Context: an optimization exercise on an open-source flow, tuned for small area, a short achievable clock period and few clock cycles per item. The choices shown serve that exercise and are no tape-out recipe.
Function was checked by simulation only, so behaviour that the tests miss may differ from the original.
The clock cells of runs 1 to 4 come from the design's own scripts or RTL, not from TritonCTS.
The flow treats the clock pin as an ideal source. Dropping or thinning the clock tree relies on that and would not hold on a real chip.
No activity file was given, so power comes from the tool's default toggle rates.

===== flow/config.mk =====
export PLATFORM = sky130hd
export DESIGN_NAME = IOTDF
export DESIGN_NICKNAME = IOTDF
export VERILOG_FILES = /design/flow/design.v
export SDC_FILE = /design/flow/constraint.sdc
export NUM_CORES = 4
export LEC_CHECK = 0
export ABC_CLOCK_PERIOD_IN_PS = 2000
export CAP_MARGIN = 20
export CORE_AREA = 2.3 2.72 109.02 108.8
export DIE_AREA = 0 0 111.405 111.405
export SETUP_SLACK_MARGIN = 3.52
export SLEW_MARGIN = 20

===== flow/constraint.sdc =====
create_clock -name core_clock -period 5.5 [get_ports {clk}]
set_input_delay 1.1000 -clock core_clock [delete_from_list [all_inputs] [get_ports {clk}]]
set_output_delay 1.1000 -clock core_clock [all_outputs]
set_load 0.01 [all_outputs]

===== flow/design.v =====
`timescale 1ns/10ps
module IOTDF( clk, rst, in_en, iot_in, fn_sel, busy, valid, iot_out);
    input          clk;
    input          rst;
    input          in_en;
    input  [7:0]   iot_in;
    input  [2:0]   fn_sel;
    output         busy;
    output         valid;
    output [127:0] iot_out;
    reg  [3:0]   cnt;       
    reg  [7:0]   d0;        
    reg  [7:0]   d1;        
    reg  [11:0]  s;         
    reg          first;     
    reg          g_sel;     
    reg          f_sel;     
    reg          last;      
    reg          o_valid;
    reg  [127:0] o_data;
    assign busy    = 1'b0;
    assign valid   = o_valid;
    assign iot_out = o_data;
    wire start = (cnt == 4'd0);
    wire [5:0] fs = d0[7:2] ^ d0[5:0] ^ s[7:2];
    wire [5:0] fc = (d0[7:2] & d0[5:0]) | (d0[7:2] & s[7:2]) | (d0[5:0] & s[7:2]);
    wire [1:0] hs = d0[7:6] ^ s[9:8];
    wire [1:0] hc = d0[7:6] & s[9:8];
    wire [11:0] tp = {s[11:10], hs, fs, d0[1:0]};
    wire [11:0] tq = {1'b0, hc, fc, 1'b0, s[1:0]};
    wire [11:0] t   = tp + tq;
    wire [7:0]  fir = t[11:4];
    wire [4:0] us = d0[7:3] ^ d0[4:0] ^ d1[6:2];
    wire [4:0] uc = (d0[7:3] & d0[4:0]) | (d0[7:3] & d1[6:2]) | (d0[4:0] & d1[6:2]);
    wire       hus = d0[5] ^ d1[7];
    wire       huc = d0[5] & d1[7];
    wire [11:0] up = {1'b0, d0[7:6], hus, us, d0[2:0]};
    wire [11:0] uq = {2'b00, huc, uc, 1'b1, d1[1:0], 1'b0};
    wire [11:0] s_nxt = up + uq;
    wire        p = o_data[0] & ~first;
    reg  [7:0]  gray;
    integer i;
    always @(*) begin
        gray[7] = p ^ d0[7];
        for (i = 6; i >= 0; i = i - 1) gray[i] = gray[i+1] ^ d0[i];
    end
    wire [7:0] res = ({8{g_sel}} & gray) | ({8{f_sel}} & fir);
    always @(posedge clk) begin
        d0    <= iot_in;
        d1    <= start ? 8'd0 : d0;
        s     <= start ? 12'd8 : s_nxt;
        first <= start;
        g_sel <= (fn_sel == 3'b001);
        f_sel <= (fn_sel == 3'b010);
        o_data <= {o_data[119:0], res};
        if (rst) begin
            cnt     <= 4'd0;
            last    <= 1'b0;
            o_valid <= 1'b0;
        end else begin
            if (in_en) cnt <= cnt + 4'd1;
            last    <= in_en & (cnt == 4'd15);
            o_valid <= last;
        end
    end
endmodule

===== flow/flow/run.sh =====
#!/bin/bash
# The standard ORFS layout with three changes:
#  - synthesis maps all logic with ABC under a delay target (map -D) instead of
#    extracting full/half adder cells first (ADDER_MAP_FILE empty); sizing and
#    buffering are left to OpenROAD's repair steps;
#  - the port buffers are the smallest buffer, buf_1;
#  - the clock tree is two levels of clock buffers (flow/clock_tree.tcl,
#    run as ORFS's PRE_CTS_TCL hook) instead of TritonCTS's two-level H-tree.
# Everything else (synthesis script, floorplan, placement, the repair steps in
# CTS, routing) is the standard flow. Each step's output goes to a log file in
# this folder.
set -euo pipefail
D=${ABC_D:-1400}
rm -rf scripts_synth
cp -r "$FLOW_HOME/scripts" scripts_synth
cat > scripts_synth/abc_speed.script <<EOS
strash
dch
map -D $D
topo
EOS
bash standard.sh SCRIPTS_DIR="$PWD/scripts_synth" ADDER_MAP_FILE= synth > synth.log 2>&1
bash standard.sh BUFFER_PORTS_ARGS="-buffer_cell sky130_fd_sc_hd__buf_1" PRE_CTS_TCL="$PWD/flow/clock_tree.tcl" finish > layout.log 2>&1

===== flow/flow/clock_tree.tcl =====
set nleaf [expr {[info exists ::env(CLOCK_TREE_LEAVES)] ? $::env(CLOCK_TREE_LEAVES) : 8}]
set nroot [expr {[info exists ::env(CLOCK_TREE_ROOTS)] ? $::env(CLOCK_TREE_ROOTS) : 4}]
set leaf_cell [expr {[info exists ::env(CLOCK_TREE_LEAF_CELL)] ? $::env(CLOCK_TREE_LEAF_CELL) : "sky130_fd_sc_hd__clkbuf_16"}]
set root_cell [expr {[info exists ::env(CLOCK_TREE_ROOT_CELL)] ? $::env(CLOCK_TREE_ROOT_CELL) : "sky130_fd_sc_hd__clkbuf_8"}]
set block [ord::get_db_block]
set db [ord::get_db]
set clknet [$block findNet clk]
if {$clknet eq "NULL"} { error "clock net clk not found" }

proc center {inst} {
  set bb [$inst getBBox]
  return [list [expr {([$bb xMin] + [$bb xMax]) / 2}] [expr {([$bb yMin] + [$bb yMax]) / 2}]]
}

# split a list of {item x y} into n groups of nearly equal size: halve along
# the longer side of the group's bounding box, recursively
proc split_items {items n} {
  if {$n <= 1} { return [list $items] }
  set xs [lmap s $items {lindex $s 1}]
  set ys [lmap s $items {lindex $s 2}]
  set w [expr {[tcl::mathfunc::max {*}$xs] - [tcl::mathfunc::min {*}$xs]}]
  set h [expr {[tcl::mathfunc::max {*}$ys] - [tcl::mathfunc::min {*}$ys]}]
  set idx [expr {$w >= $h ? 1 : 2}]
  set sorted [lsort -integer -index $idx $items]
  set n1 [expr {$n / 2}]
  set k [expr {int(round([llength $sorted] * double($n1) / $n))}]
  return [concat [split_items [lrange $sorted 0 [expr {$k - 1}]] $n1] \
                 [split_items [lrange $sorted $k end] [expr {$n - $n1}]]]
}

# one buffer driving a group of {iterm x y}, placed at the group's centroid
proc drive_group {block master name group} {
  set sx 0; set sy 0
  foreach s $group { incr sx [lindex $s 1]; incr sy [lindex $s 2] }
  set cx [expr {$sx / [llength $group]}]
  set cy [expr {$sy / [llength $group]}]
  set buf [odb::dbInst_create $block $master $name]
  set net [odb::dbNet_create $block "${name}_net"]
  $net setSigType CLOCK
  foreach s $group {
    set it [lindex $s 0]
    $it disconnect
    $it connect $net
  }
  [$buf findITerm X] connect $net
  $buf setLocation [expr {$cx - [$master getWidth] / 2}] [expr {$cy - [$master getHeight] / 2}]
  $buf setPlacementStatus PLACED
  puts "clock_tree.tcl: $name drives [llength $group] pins at ([expr {$cx / 1000.0}], [expr {$cy / 1000.0}])"
  return [list [$buf findITerm A] $cx $cy]
}

set sinks {}
foreach it [$clknet getITerms] {
  lappend sinks [concat [list $it] [center [$it getInst]]]
}
puts "clock_tree.tcl: [llength $sinks] sinks, $nroot roots, $nleaf leaves"

set leaf_master [$db findMaster $leaf_cell]
set root_master [$db findMaster $root_cell]
set leaves {}
set i 0
foreach g [split_items $sinks $nleaf] {
  set a [drive_group $block $leaf_master "clkbuf_leaf_$i" $g]
  [lindex $a 0] connect $clknet
  lappend leaves $a
  incr i
}
set i 0
foreach g [split_items $leaves $nroot] {
  set a [drive_group $block $root_master "clkbuf_root_$i" $g]
  [lindex $a 0] connect $clknet
  incr i
}
$clknet setSigType CLOCK

# cts.tcl calls clock_tree_synthesis next: the tree is built, so only switch
# timing to the propagated clock that the built tree now carries.
rename clock_tree_synthesis tritoncts_clock_tree_synthesis
proc clock_tree_synthesis {args} {
  puts "clock_tree.tcl: clock tree built before CTS; TritonCTS skipped"
  set_propagated_clock [all_clocks]
}

===== flow/standard.sh =====
#!/bin/bash
# synth_recipe.tcl (not shown) runs the flow's synth.tcl, then flattens the netlist and writes it again
# the make line also repeats each setting of config.mk as NAME=value (left out here)
make -C /OpenROAD-flow-scripts/flow DESIGN_CONFIG=/design/flow/config.mk WORK_HOME=/design/flow/orfs CLKGATE_MAP_FILE= SYNTH_SCRIPT=/design/flow/synth_recipe.tcl "${@:-finish}"

==> results of run 1 <==
## final cells by class
class                      instances  area share (%)
buffer                            12            4.00
inverter                          39            2.45
multi-input combinational        236            25.5
sequential                       164            52.0
tap                              143            2.80
timing repair buffer             179            13.3
## through the flow
step,hold WS (ns),total power [mW],instance area (um2)
final,0.352,2.57,6380
after global routing,0.357,2.69,6380
after CTS,0.353,2.48,5930
after detailed placement,0.336,1.78,5350
after global placement,0.330,1.77,5350
after floorplan,0.382,1.64,4640
## worst reg2reg max path, stage by stage (launching register included)
cell     delay (ns)
dfxtp_4        0.38
maj3_2         0.32
o21a_1         0.23
nor2_4         0.15
nor2_4         0.06
a21oi_2        0.18
o21ai_4        0.10
buf_4          0.14
a21oi_2        0.13
xor2_1         0.15
o22ai_1        0.08
## cells in the final DEF, fill, tap and decap left out, drive strengths merged, types with 4 or more instances in the layout
cell,instances
inv,4
o21a,4
xnor2,4
o21ai,16
a21oi,25
nand2,56
xor2,12
o22ai,8
clkbuf,12
buf,179
nor3,14
nand3,19
nor2,56
dfxtp,164
clkinv,34
and2,5
## flip-flops by register name (all words and copies together), names as in the netlist
name     count
g_sel        1
s           11
o_data     128
o_valid      1
last         1
d1           8
f_sel        1
cnt          4
d0           8
first        1
## metal layers
layer	wire length, um	share of wire [%]
met5	0	0
met4	159	1.5
met3	659	6.3
met2	5260	51
met1	4310	41
## logic make-up after synthesis
logic type | after synthesis | synth area share [%]
AO/OA/AOI/OAI | 61 | 7.51
XOR/XNOR | 16 | 3.04
adder cells (fa/ha/maj) | 3 | 0.651
buffers and inverters | 40 | 3.34
flip-flops | 164 | 71.1
other | 1 | 0.0813
AND/OR/NAND/NOR | 155 | 14.2
## report_power, final
| part | internal [mW] | switching [mW] | total [mW] | leakage (nW) |
|---|---|---|---|---|
| clock | 0.327 | 0.336 | 0.662 | 0.127 |
| combinational | 0.211 | 0.305 | 0.516 | 1.02 |
| sequential | 1.32 | 0.0729 | 1.39 | 1.35 |
| total | 1.85 | 0.714 | 2.57 | 2.50 |
## how the worst max path moves through the flow
stage	slack [ns]	cells past startpoint	endpoint	from
2_1_floorplan	3.53	12	o_data[5]$_DFF_P_	d0[5]$_DFF_P_
3_3_place_gp	3.01	12	o_data[0]$_DFF_P_	d0[7]$_DFF_P_
3_5_place_dp	3.03	12	o_data[0]$_DFF_P_	d0[7]$_DFF_P_
4_1_cts	3.37	13	o_data[0]$_DFF_P_	d0[7]$_DFF_P_
5_1_grt	3.34	11	o_data[5]$_DFF_P_	d0[4]$_DFF_P_
6_report	3.46	10	o_data[7]$_DFF_P_	d0[4]$_DFF_P_
## what timing repair did
action	4_1_cts	5_1_grt
resized for setup	49	86
endpoints found under the setup margin	14	13
setup buffers	21	15
pin swaps	14	40
==> results.txt, run 1 <==
cell count of the worst reg-to-reg path 10; syn nets 454; worst-path fanout max 7; setup ws final 3.46 ns; hold endpoint o_data[121]$_DFF_P_; largest cells by area after synthesis dfxtp_1 (71%), nand2_1 (4.6%), nor2_1 (4.6%), clkinv_1 (3.2%), a21oi_1 (2.7%); RSZ-0062 raised after global routing yes; Port Buffer Count 142; Async S/R FF share, synth 0%; GPL Wtd Cong 0.816; most common cell in the synthesized netlist dfxtp_1; min-delay src o_data[113]$_DFF_P_; DP HPWL 7.04 mm; largest net degree at the start of global routing 22; Tmin final 2.04 ns; layout cells sized above 1 23.2%; Max Cap Viol 0; Primary FF master, synth dfxtp_1; Setup crit end kind flop; CTS clock-pin slew for the worst setup and hold paths 0.08 ns; Overall Global Routing Usage 14.9%; Routed WL per cell 13.4 um; Cell variety after synth 27; Remaining Overflow, GRT 0; Post-synth EDFFs 0; initial cell density of the core 40.8%; Cell Pwr Density 402 nW/um2; post-synthesis sequential area ratio 71.1%; FF-to-FF setup slack 3.46 ns; Synth Register Bits 164; kind of critical path flop to flop; Final #Nets 646; max incr delay on CP 0.38 ns; IO Count 144; worst r2r src d0[4]$_DFF_P_; DR iter-0 viols 175; sum of negative setup slack 0 ns; Ys Warns 1; maximum VDD drop 299 uV; detailed-route via count 3601; global-route wire length before repair 15.7 mm; Fillers 977; Final Skew 0.0188 ns; top cells by count, synth dfxtp_1 (164), nand2_1 (56), nor2_1 (56), clkinv_1 (39), a21oi_1 (25); Placed Cells 725; Util after Layout 56.4%; Worst-Skew Late Latency 0.30 ns; leading area contributor after synthesis dfxtp_1; die height 111 um; Hold Vio Cnt, Final 0; pre-CTS setup slack 3.03 ns; antenna cell count 0; Hold Crit Depth 0; DRT Wirelength 10.4 mm; # setup viols final 0; antenna viol nets, final 0; cts hold-fix bufs 0; met1 GRT Util 18.3%; Core ar. 11300 um2; CP top delay family compound AO/OA/AOI/OAI gates; Synth Cell Area 4610 um2; Area Overhead vs Synth 38.4%; Post-Layout Cell Count 773; critical path buffer and inverter count 1; Pre-Repair DR Iteration Count 4; Post-route DRC 0; min-delay worst type flop to flop; initial antenna violation count 0; Critical Path RT 5.67 ns; Max Clk Rate 491 MHz; LEAKAGE 2.50 nW; critical path, cell by cell maj3_2, o21a_1, nor2_4, nor2_4, a21oi_2, o21ai_4, buf_4, a21oi_2, xor2_1, o22ai_1; Die Footprint 12400 um2; M3 GR Usage 2.45%; Slew Viols, Final 0; met2 Use GR 27.6%; status complete, no violations; vias in the first global route 3336; busiest grt layer met2; post-route clock period utilization 37.0%; Sequential cell area 3320 um2; post-synth top area share 71.1%; row cnt 39; Vias/cell 4.66; critical register-to-register path endpoint o_data[7]$_DFF_P_; Syn Area/Cell 10.5 um2; CP arrival 2.20 ns; crit path launch type flop; die width 111 um; Multi-input gate area 1630 um2; Slowest cell on crit path dfxtp_4; post-synthesis cell count 440
Testbench counts, summed over its fixed seeds: cycles 38,424, blocks 2,400.
==> run 2, diff against run 1 <==
--- a/flow/config.mk
+++ b/flow/config.mk
@@ -10,4 +10,4 @@
 export CORE_AREA = 2.3 2.72 109.02 108.8
 export DIE_AREA = 0 0 111.405 111.405
-export SETUP_SLACK_MARGIN = 3.52
+export SETUP_SLACK_MARGIN = 3.45
 export SLEW_MARGIN = 20
==> results.txt, run 2 <==
cts hold-fix bufs 0; die height 111 um; die width 111 um; maximum VDD drop 293 uV; LEAKAGE 2.42 nW; Gate power share 19.2%; antenna viol nets, final 0; sum of negative setup slack 0 ns; Critical Path RT 5.67 ns; Primary FF master, synth dfxtp_1; layout cells sized above 1 20.5%; largest net degree at the start of global routing 22; vias in the first global route 3313; worst-path fanout max 6; largest cells by area after synthesis dfxtp_1 (71%), nand2_1 (4.6%), nor2_1 (4.6%), clkinv_1 (3.2%), a21oi_1 (2.7%); Final #Nets 640; status complete, no violations; CP arrival 2.21 ns; Switch Pwr 0.691 mW; syn nets 454; antenna cell count 0; Port Buffer Count 142; Pre-Repair DR Iteration Count 4; Ys Warns 1; Tmin final 2.03 ns; RSZ-0062 raised after global routing yes; Post-synth EDFFs 0; # setup viols final 0; Tot Pwr 2.53 mW; Hold Vio Cnt, Final 0; Max Clk Rate 492 MHz; Max Cap Viol 0; Core ar. 11300 um2; Syn Area/Cell 10.5 um2; Remaining Overflow, GRT 0; IO Count 144; global-route wire length before repair 15.6 mm; Post-route DRC 0; CTS clock-pin slew for the worst setup and hold paths 0.08 ns; Overall Global Routing Usage 14.8%; Cell Pwr Density 408 nW/um2; Routed WL per cell 13.1 um; Area Overhead vs Synth 34.3%; Die Footprint 12400 um2; Flop pwr share 54.9%; P_int 1.84 mW; Cell variety after synth 27; DRT Wirelength 10.1 mm; DP HPWL 7.05 mm; leading area contributor after synthesis dfxtp_1; post-synth top area share 71.1%; row cnt 39; post-route clock period utilization 37.0%; Largest register FFs 128; commonest non-fill, non-tap cell in the layout dfxtp_1; initial cell density of the core 40.8%; post-synthesis cell count 440; kind of critical path flop to flop; top register by number of flip-flops o_data; DR iter-0 viols 127; Worst-Skew Late Latency 0.28 ns; Setup crit end kind flop; top flop regs o_data x128, s x11; Synth Cell Area 4610 um2; GPL Wtd Cong 0.773; crit path launch type flop; most common cell in the synthesized netlist dfxtp_1; Slew Viols, Final 0; initial antenna violation count 0; Vias/cell 4.57; Final Skew 0.00622 ns; min-delay worst type flop to flop; Async S/R FF share, synth 0%; post-synthesis sequential area ratio 71.1%; Clk pwr share 25.9%; top cells by count, synth dfxtp_1 (164), nand2_1 (56), nor2_1 (56), clkinv_1 (39), a21oi_1 (25); detailed-route via count 3506; Synth Register Bits 164; most frequent cells in the layout dfxtp_1 (155), buf_1 (142), nor2_1 (46), nand2_1 (43), clkinv_1 (34); Switching Share 27.4%
## run 2: metal layers
metal	part of all wire, %	GRT usage, %	vias to the layer above
met1	42	18.4	1582
li1	-	-	1793
met5	0	0	-
met2	50	27.5	119
met4	1.6	2.22	0
met3	6.4	2.45	12
## run 2: timing repair
action / in CTS / in global routing
pin swaps: 18 / 30
gates resized for setup: 50 / 60
buffers inserted: 22 / 8
setup endpoints to repair: 14 / 13
## run 2: cell families (layout without fill, tap and decap cells)
logic type                 Yosys count  after routing  share of synthesized area, %
AOI/OAI and AO/OA                   61             61                          7.51
DFF                                164            164                          71.1
buffers and inverters               40            224                          3.34
other                                1              1                        0.0813
adders and majority gates            3              3                         0.651
and+or+nand+nor                    155            155                          14.2
xor gates and xnor gates            16             16                          3.04
## run 2: final timing paths
path	start	endpoint	slack [ns]	cells after the start
setup reg to reg	d0[4]$_DFF_P_	o_data[5]$_DFF_P_	3.47	11
hold reg to reg	o_data[25]$_DFF_P_	o_data[33]$_DFF_P_	0.35	0
setup / recovery	d0[4]$_DFF_P_	o_data[5]$_DFF_P_	3.47	11
hold / removal	o_data[25]$_DFF_P_	o_data[33]$_DFF_P_	0.35	0
## run 2: critical path, cell delays in order, from the launching register on
cell and delay [ns]:
dfxtp_4 0.37, maj3_2 0.32, o21a_1 0.24, and2_4 0.18
nor2_4 0.16, nand2_2 0.09, o21ai_4 0.20, nand3_2 0.09
nand2_2 0.08, a21oi_2 0.05, o21ai_1 0.07, o21ai_1 0.08
## run 2: power groups by stage
stage	sequential (mW)	combinational [mW]	clock (mW)
after CTS	1.39	0.418	0.674
final	1.39	0.486	0.654
after global placement	1.41	0.355	0
after floorplan	1.46	0.180	0
after global routing	1.40	0.528	0.722
after detailed placement	1.42	0.356	0
## run 2: layout make-up
class,instances,area (um2)
inverter,39,159
tap,143,179
buffer,12,255
sequential,164,3320
fill,993,5120
multi-input combinational,236,1520
timing repair buffer,173,769
## run 2: through the flow
step	instance area (um2)	hold WS, ns	worst slack (ns)	util, %	instances
6_report	6200	0.350	3.47	54.7	767
5_1_grt	6200	0.353	3.35	54.7	767
4_1_cts	5930	0.350	3.40	52.4	759
3_5_place_dp	5350	0.333	2.90	47.2	725
3_3_place_gp	5350	0.332	2.94	47.2	725
2_1_floorplan	4640	0.382	3.46	-	440
==> run 3, diff against run 2 <==
--- a/flow/flow/clock_tree.tcl
+++ b/flow/flow/clock_tree.tcl
@@ -1,5 +1,5 @@
-set nleaf [expr {[info exists ::env(CLOCK_TREE_LEAVES)] ? $::env(CLOCK_TREE_LEAVES) : 8}]
+set nleaf [expr {[info exists ::env(CLOCK_TREE_LEAVES)] ? $::env(CLOCK_TREE_LEAVES) : 12}]
 set nroot [expr {[info exists ::env(CLOCK_TREE_ROOTS)] ? $::env(CLOCK_TREE_ROOTS) : 4}]
-set leaf_cell [expr {[info exists ::env(CLOCK_TREE_LEAF_CELL)] ? $::env(CLOCK_TREE_LEAF_CELL) : "sky130_fd_sc_hd__clkbuf_16"}]
+set leaf_cell [expr {[info exists ::env(CLOCK_TREE_LEAF_CELL)] ? $::env(CLOCK_TREE_LEAF_CELL) : "sky130_fd_sc_hd__clkbuf_8"}]
 set root_cell [expr {[info exists ::env(CLOCK_TREE_ROOT_CELL)] ? $::env(CLOCK_TREE_ROOT_CELL) : "sky130_fd_sc_hd__clkbuf_8"}]
 set block [ord::get_db_block]
==> results.txt, run 3 <==
status complete, no violations; largest net degree at the start of global routing 18; post-synthesis cell count 440; global-route wire length before repair 15.7 mm; post-synth top area share 71.1%; DR iter-0 viols 150; Cell variety after synth 27; Slew Viols, Final 0; Synth Cell Area 4610 um2; LEAKAGE 2.42 nW; maximum VDD drop 262 uV; most used cell, CP nand2_2; layout cells sized above 1 21.7%; Worst-Skew Late Latency 0.29 ns; min-delay worst type flop to flop; Post-Layout Cell Count 774; Async S/R FF share, synth 0%; cts hold-fix bufs 0; Remaining Overflow, GRT 0; row cnt 39; GPL Wtd Cong 0.773; Slowest cell on crit path dfxtp_4; Placed Cells 725; DP HPWL 7.05 mm; Hold Vio Cnt, Final 0; Synth Register Bits 164; Tmin final 2.10 ns; syn nets 454; kind of critical path flop to flop; Vias/cell 4.61; hold_ws 0.350 ns; top flop regs o_data x128, s x11; Post-synth EDFFs 0; Primary FF master, synth dfxtp_1; Largest register FFs 128; Max Cap Viol 0; Port Buffer Count 142; post-route clock period utilization 38.2%; Setup crit end kind flop; Die Footprint 12400 um2; Routed WL per cell 13.4 um; RSZ-0062 raised after global routing yes; Post-route DRC 0; Post-DP Area 5350 um2; Core ar. 11300 um2; max incr delay on CP 0.42 ns; Max Clk Rate 476 MHz; initial antenna violation count 0; design area 6190 um2; Cell Pwr Density 401 nW/um2; critical path, cell by cell buf_6, nand2_2, nand2_1, o21a_1, o22ai_2, nor2_2, nand2_2, nand2_2, a21oi_4, a21oi_2, nand2_2, a31oi_4, o21ai_2, a21oi_1; commonest non-fill, non-tap cell in the layout dfxtp_1; antenna viol nets, final 0; Pre-Repair DR Iteration Count 4; Critical Path RT 5.71 ns; detailed-route via count 3567; vias in the first global route 3313; most common cell in the synthesized netlist dfxtp_1; top cells by count, synth dfxtp_1 (164), nand2_1 (56), nor2_1 (56), clkinv_1 (39), a21oi_1 (25); die height 111 um; CP arrival 2.31 ns; IO Count 144; post-synthesis sequential area ratio 71.1%; CTS clock-pin slew for the worst setup and hold paths 0.08 ns; antenna cell count 0; sum of negative setup slack 0 ns; leading area contributor after synthesis dfxtp_1; Ys Warns 1; Area Overhead vs Synth 34.2%; top register by number of flip-flops o_data; crit path launch type flop; Final Skew 0.0269 ns; most frequent cells in the layout dfxtp_1 (155), buf_1 (142), nor2_1 (47), nand2_1 (40), clkinv_1 (35); worst-path fanout max 6; initial cell density of the core 40.8%; Final #Nets 647; Overall Global Routing Usage 14.9%; die width 111 um; # setup viols final 0; Syn Area/Cell 10.5 um2; largest cells by area after synthesis dfxtp_1 (71%), nand2_1 (4.6%), nor2_1 (4.6%), clkinv_1 (3.2%), a21oi_1 (2.7%); DRT Wirelength 10.4 mm
## run 3: final cells by class
cell class                 instances  area, um2
inverter                          39        153
tap                              143        179
sequential                       164       3310
fill                             989       5130
multi-input combinational        236       1510
timing repair buffer             176        816
buffer                            16        220
## run 3: power breakdown
group / total (mW) / switching, mW / internal [mW] / leakage [nW]
clock: 0.592 / 0.329 / 0.263 / 0.115
sequential: 1.39 / 0.0715 / 1.32 / 1.35
combinational: 0.503 / 0.301 / 0.203 / 0.952
## run 3: worst max-delay path: cells and delay by family (launching register included)
kind | cells | cell delay, ns
AO/OA/AOI/OAI | 7 | 0.85
flip-flops | 1 | 0.42
buffers and inverters | 1 | 0.14
AND/OR/NAND/NOR | 6 | 0.58
## run 3: metal layers
| metal | global-route usage [%] | up-vias | share of wire (%) |
|---|---|---|---|
| met5 | 0 | - | 0 |
| met4 | 2.30 | 0 | 1.2 |
| met3 | 2.89 | 10 | 6.4 |
| met2 | 27.2 | 115 | 50 |
| met1 | 18.7 | 1635 | 42 |
| li1 | - | 1807 | - |
## run 3: what timing repair did
item,CTS,global route
pin swaps,20,33
resized for setup,52,58
setup buffers,19,14
setup endpoints to repair,14,13
## run 3: logic make-up after synthesis
kind of cell / share of synthesized area, %
XOR/XNOR: 3.04
AND/OR/NAND/NOR: 14.2
other: 0.0813
AO/OA/AOI/OAI: 7.51
adder cells (fa/ha/maj): 0.651
buffers and inverters: 3.34
flip-flops: 71.1
## run 3: final timing paths
check	slack (ns)	cells past startpoint	to	startpoint
worst min register to register	0.35	0	o_data[60]$_DFF_P_	o_data[52]$_DFF_P_
worst min-delay path	0.35	0	o_data[60]$_DFF_P_	o_data[52]$_DFF_P_
worst max register to register	3.40	14	s[10]$_SDFF_PP0_	d0[3]$_DFF_P_
worst max-delay path	3.40	14	s[10]$_SDFF_PP0_	d0[3]$_DFF_P_
## run 3: stage by stage
step | total power [mW] | util [%] | worst slack [ns]
2_1_floorplan | 1.64 | - | 3.46
3_3_place_gp | 1.77 | 47.2 | 2.94
3_5_place_dp | 1.78 | 47.2 | 2.90
4_1_cts | 2.41 | 52.1 | 3.36
5_1_grt | 2.61 | 54.7 | 3.30
6_report | 2.48 | 54.7 | 3.40
==> run 4, diff against run 3 <==
--- a/flow/flow/clock_tree.tcl
+++ b/flow/flow/clock_tree.tcl
@@ -1,5 +1,5 @@
-set nleaf [expr {[info exists ::env(CLOCK_TREE_LEAVES)] ? $::env(CLOCK_TREE_LEAVES) : 12}]
+set nleaf [expr {[info exists ::env(CLOCK_TREE_LEAVES)] ? $::env(CLOCK_TREE_LEAVES) : 20}]
 set nroot [expr {[info exists ::env(CLOCK_TREE_ROOTS)] ? $::env(CLOCK_TREE_ROOTS) : 4}]
-set leaf_cell [expr {[info exists ::env(CLOCK_TREE_LEAF_CELL)] ? $::env(CLOCK_TREE_LEAF_CELL) : "sky130_fd_sc_hd__clkbuf_8"}]
+set leaf_cell [expr {[info exists ::env(CLOCK_TREE_LEAF_CELL)] ? $::env(CLOCK_TREE_LEAF_CELL) : "sky130_fd_sc_hd__clkbuf_4"}]
 set root_cell [expr {[info exists ::env(CLOCK_TREE_ROOT_CELL)] ? $::env(CLOCK_TREE_ROOT_CELL) : "sky130_fd_sc_hd__clkbuf_8"}]
 set block [ord::get_db_block]
==> results.txt, run 4 <==
RSZ-0062 raised after global routing yes; Cell Pwr Density 396 nW/um2; vias in the first global route 3410; Syn Area/Cell 10.5 um2; leading area contributor after synthesis dfxtp_1; post-synthesis sequential area ratio 71.1%; status complete, no violations; Flop pwr share 56.8%; initial cell density of the core 40.8%; Switch Pwr 0.691 mW; global-route wire length before repair 15.8 mm; Post-route DRC 0; Area Overhead vs Synth 33.5%; initial antenna violation count 0; detailed-route via count 3582; most frequent cells in the layout dfxtp_1 (155), buf_1 (142), nor2_1 (45), nand2_1 (42), clkinv_1 (31); Critical Path RT 5.71 ns; Hold Vio Cnt, Final 0; commonest non-fill, non-tap cell in the layout dfxtp_1; post-synthesis cell count 440; IO Count 144; most common cell in the synthesized netlist dfxtp_1; top cells by count, synth dfxtp_1 (164), nand2_1 (56), nor2_1 (56), clkinv_1 (39), a21oi_1 (25); Primary FF master, synth dfxtp_1; Pre-Repair DR Iteration Count 4; CTS clock-pin slew for the worst setup and hold paths 0.10 ns; Final #Nets 654; maximum VDD drop 330 uV; Post-Layout Cell Count 781; post-synth top area share 71.1%; Die Footprint 12400 um2; Gate power share 20.1%; row cnt 39; cts hold-fix bufs 0; design area 6160 um2; min-delay worst type flop to flop; Setup crit end kind flop; Ys Warns 1; largest cells by area after synthesis dfxtp_1 (71%), nand2_1 (4.6%), nor2_1 (4.6%), clkinv_1 (3.2%), a21oi_1 (2.7%); syn nets 454; Worst-Skew Late Latency 0.30 ns; CP arrival 2.29 ns; Synth Cell Area 4610 um2; P_int 1.75 mW; antenna cell count 0; LEAKAGE 2.43 nW; die height 111 um; Final Skew 0.0247 ns; Remaining Overflow, GRT 0; Switching Share 28.3%; crit path launch type flop; DR iter-0 viols 170; DRT Wirelength 10.1 mm; Tmin final 2.08 ns; post-route clock period utilization 37.8%; # setup viols final 0; Slew Viols, Final 0; Overall Global Routing Usage 14.9%; Largest register FFs 128; Clk pwr share 23.1%; Core ar. 11300 um2; Synth Register Bits 164; Routed WL per cell 12.9 um; Post-synth EDFFs 0; Placed Cells 725; Port Buffer Count 142; antenna viol nets, final 0; Max Clk Rate 481 MHz; DP HPWL 7.05 mm; GPL Wtd Cong 0.773; worst-path fanout max 6; kind of critical path flop to flop; Async S/R FF share, synth 0%; top register by number of flip-flops o_data; Cell variety after synth 27; layout cells sized above 1 22.9%; die width 111 um; Max Cap Viol 0; largest net degree at the start of global routing 18; Vias/cell 4.59; top flop regs o_data x128, s x11; Tot Pwr 2.44 mW; sum of negative setup slack 0 ns; Post-DP Area 5350 um2
## run 4: final cells by class
cell class | count | area, um2
Buffer | 24 | 205
Fill cell | 993 | 5160
Inverter | 39 | 156
Multi-Input combinational cell | 236 | 1500
Sequential cell | 164 | 3320
Tap cell | 143 | 179
Timing Repair Buffer | 175 | 801
## run 4: logic make-up after synthesis
group / count (synthesis) / share of synthesized area, %
compound gates: 61 / 7.51
buf+inv: 40 / 3.34
other cells: 1 / 0.0813
simple gates: 155 / 14.2
flops: 164 / 71.1
xor+xnor: 16 / 3.04
fa+ha+maj: 3 / 0.651
## run 4: worst paths after layout
check                      from                  to  slack (ns)  cells after the start
max               d0[4]$_DFF_P_   o_data[3]$_DFF_P_        3.42                     10
min          o_data[49]$_DFF_P_  o_data[57]$_DFF_P_        0.34                      0
max reg2reg       d0[4]$_DFF_P_   o_data[3]$_DFF_P_        3.42                     10
min reg2reg  o_data[49]$_DFF_P_  o_data[57]$_DFF_P_        0.34                      0
## run 4: worst max-delay path: stages, from the launching register on
cell	delay [ns]
dfxtp_4	0.39
maj3_2	0.33
o21a_1	0.22
buf_6	0.12
nor2_4	0.14
nor2_4	0.06
a21oi_2	0.18
o21ai_4	0.10
buf_4	0.15
xnor2_2	0.12
o22ai_1	0.17
## run 4: per-stage QoR
stage          util (%)  setup WS [ns]  hold slack (ns)
2_1_floorplan         -           3.46            0.382
3_3_place_gp       47.2           2.94            0.332
3_5_place_dp       47.2           2.90            0.333
4_1_cts            51.9           3.40            0.343
5_1_grt            54.4           3.36            0.337
6_report           54.4           3.42            0.338
## run 4: per-layer routing
| layer | share of wire, % | global-route usage [%] | vias up |
|---|---|---|---|
| li1 | - | - | 1814 |
| met1 | 41 | 18.4 | 1625 |
| met2 | 50 | 27.1 | 129 |
| met3 | 7.2 | 3.16 | 14 |
| met4 | 1.4 | 2.88 | 0 |
| met5 | 0 | 0 | - |
## run 4: power groups by stage
| stage | Sequential (mW) | Clock, mW | Combinational, mW |
|---|---|---|---|
| 2_1_floorplan | 1.46 | 0 | 0.180 |
| 4_1_cts | 1.39 | 0.591 | 0.416 |
| 5_1_grt | 1.40 | 0.642 | 0.533 |
| 3_3_place_gp | 1.41 | 0 | 0.355 |
| 3_5_place_dp | 1.42 | 0 | 0.356 |
| 6_report | 1.39 | 0.565 | 0.491 |
## run 4: what timing repair did
| action | in CTS | in global routing |
|---|---|---|
| gates resized for setup | 42 | 67 |
| pin swaps | 17 | 33 |
| cloned | 0 | 0 |
| endpoints found under the setup margin | 14 | 13 |
| buffers inserted | 22 | 10 |
==> run 5, diff against run 4 <==
--- a/flow/flow/run.sh
+++ b/flow/flow/run.sh
@@ -5,5 +5,5 @@
 #    buffering are left to OpenROAD's repair steps;
 #  - the port buffers are the smallest buffer, buf_1;
-#  - the clock tree is two levels of clock buffers (flow/clock_tree.tcl,
+#  - the clock tree is one level of clkbuf_16 buffers (flow/clock_tree.tcl,
 #    run as ORFS's PRE_CTS_TCL hook) instead of TritonCTS's two-level H-tree.
 # Everything else (synthesis script, floorplan, placement, the repair steps in
==> flow/flow/clock_tree.tcl (replaced) <==
# Sourced by ORFS's cts.tcl before its clock_tree_synthesis call (PRE_CTS_TCL).
# Builds a one-level clock tree in place of TritonCTS's H-tree: the clock port
# drives CLOCK_TREE_BUFS clkbuf_16 buffers, and each buffer drives the flip-flop
# clock pins of one region of the die (the sinks split at their median x, then
# each half at its median y, and so on). Every flip-flop is one buffer away from
# the port, so the tree stays balanced; the buffers sit at their sinks' centroid
# and are legalized by the detailed placement that cts.tcl runs next.
set nbuf [expr {[info exists ::env(CLOCK_TREE_BUFS)] ? $::env(CLOCK_TREE_BUFS) : 4}]
set block [ord::get_db_block]
set db [ord::get_db]
set master [$db findMaster sky130_fd_sc_hd__clkbuf_16]
set clk_port [lindex [sta::get_ports [lindex [sta::all_clocks] 0]] 0]
set clknet [$block findNet clk]
if {$clknet eq "NULL"} { error "clock net clk not found" }

set sinks {}
foreach it [$clknet getITerms] {
  set inst [$it getInst]
  set bb [$inst getBBox]
  set x [expr {([$bb xMin] + [$bb xMax]) / 2}]
  set y [expr {([$bb yMin] + [$bb yMax]) / 2}]
  lappend sinks [list $it $x $y]
}
puts "clock_tree.tcl: [llength $sinks] sinks, $nbuf buffers"

# split a list of sinks into n groups of nearly equal size, alternating axes
proc split_sinks {sinks n axis} {
  if {$n <= 1} { return [list $sinks] }
  set idx [expr {$axis == 0 ? 1 : 2}]
  set sorted [lsort -integer -index $idx $sinks]
  set n1 [expr {$n / 2}]
  set k [expr {int(round([llength $sorted] * double($n1) / $n))}]
  set a [lrange $sorted 0 [expr {$k - 1}]]
  set b [lrange $sorted $k end]
  return [concat [split_sinks $a $n1 [expr {1 - $axis}]] [split_sinks $b [expr {$n - $n1}] [expr {1 - $axis}]]]
}
set groups [split_sinks $sinks $nbuf 0]

set i 0
foreach g $groups {
  set sx 0; set sy 0
  foreach s $g { incr sx [lindex $s 1]; incr sy [lindex $s 2] }
  set cx [expr {$sx / [llength $g]}]
  set cy [expr {$sy / [llength $g]}]
  set buf [odb::dbInst_create $block $master "clkbuf_root_$i"]
  set net [odb::dbNet_create $block "clknet_root_$i"]
  $net setSigType CLOCK
  foreach s $g {
    set it [lindex $s 0]
    $it disconnect
    $it connect $net
  }
  [$buf findITerm A] connect $clknet
  [$buf findITerm X] connect $net
  $buf setLocation [expr {$cx - [$master getWidth] / 2}] [expr {$cy - [$master getHeight] / 2}]
  $buf setPlacementStatus PLACED
  puts "clock_tree.tcl: buffer $i drives [llength $g] sinks at ([expr {$cx / 1000.0}], [expr {$cy / 1000.0}])"
  incr i
}
$clknet setSigType CLOCK

# cts.tcl calls clock_tree_synthesis next: the tree is built, so only switch
# timing to the propagated clock that the built tree now carries.
rename clock_tree_synthesis tritoncts_clock_tree_synthesis
proc clock_tree_synthesis {args} {
  puts "clock_tree.tcl: clock tree built before CTS; TritonCTS skipped"
  sta::network_changed
  set_propagated_clock [all_clocks]
}
==> results.txt, run 5 <==
status aborted with a tool error; Halt Stage clock tree synthesis; tool error [ERROR STA-0333] object '_c02a07543d7f0000_p_Clock' is not a port.; Cell variety after synth 27; row cnt 39; Synth Register Bits 164; post-synthesis sequential area ratio 71.1%; largest cells by area after synthesis dfxtp_1 (71%), nand2_1 (4.6%), nor2_1 (4.6%), clkinv_1 (3.2%), a21oi_1 (2.7%); die width 111 um; Post-DP Area 5350 um2; GPL Wtd Cong 0.773; Syn Area/Cell 10.5 um2; post-synthesis cell count 440; DP HPWL 7.05 mm; top cells by count, synth dfxtp_1 (164), nand2_1 (56), nor2_1 (56), clkinv_1 (39), a21oi_1 (25); syn nets 454; Async S/R FF share, synth 0%; Port Buffer Count 142; IO Count 144; most common cell in the synthesized netlist dfxtp_1; die height 111 um; initial cell density of the core 40.8%; Synth Cell Area 4610 um2; post-synth top area share 71.1%; Primary FF master, synth dfxtp_1; leading area contributor after synthesis dfxtp_1; Post-synth EDFFs 0; Ys Warns 1
## run 5: cell counts after synthesis
No cell type changed its count.
## run 5: stage by stage
stage / utilization, % / std cells / power [mW] / setup WS [ns] / hold WS [ns]
after floorplan: - / 440 / 1.64 / 3.46 / 0.382
after global placement: 47.2 / 725 / 1.77 / 2.94 / 0.332
after detailed placement: 47.2 / 725 / 1.78 / 2.90 / 0.333
## run 5: how the worst min path moves through the flow
stage / end / slack (ns) / depth (start not counted) / startpoint
detailed placement: o_data[33]$_DFF_P_ / 0.33 / 0 / o_data[25]$_DFF_P_
global placement: o_data[40]$_DFF_P_ / 0.33 / 0 / o_data[32]$_DFF_P_
floorplan: o_data[100]$_DFF_P_ / 0.38 / 0 / o_data[92]$_DFF_P_
## run 5: kinds of logic after synthesis
kind of cell / Yosys count / share of synthesized area, %
flops: 164 / 71.1
simple gates: 155 / 14.2
compound gates: 61 / 7.51
buf+inv: 40 / 3.34
xor+xnor: 16 / 3.04
fa+ha+maj: 3 / 0.651
other cells: 1 / 0.0813
## run 5: power by group through the flow
stage	sequential, mW	clock, mW	combinational (mW)
after detailed placement	1.42	0	0.356
after global placement	1.41	0	0.355
after floorplan	1.46	0	0.180

separate check: timing with driven ports:
The flow's constraints put no driver on any port. The routed layouts listed below were extracted and timed again, unchanged, in two steps.
Step 1 assumes that a clkbuf_16 drives the clock port and a buf_2 every other input.
Step 2, shift: input delay + t, output delay - t, t = (earliest + latest rising clock arrival at the registers) / 2. This alone moves slack from input paths to output paths.
Slacks: ideal / step 1 / step 2; pairs: ideal / step 1.
run | t (ns) | slack for setup (ns) | worst register clock-pin slew, ns | cell pins on the clock port's net
run 1 | 0.358 | 3.464 / 3.464 / 3.464 | 0.09 / 0.09 | 4
run 2 | 0.348 | 3.466 / 3.466 / 3.466 | 0.08 / 0.08 | 4
run 3 | 0.351 | 3.400 / 3.400 / 3.400 | 0.09 / 0.09 | 4
run 4 | 0.357 | 3.422 / 3.422 / 3.422 | 0.10 / 0.10 | 4
After both steps setup and hold are still met in every run listed.
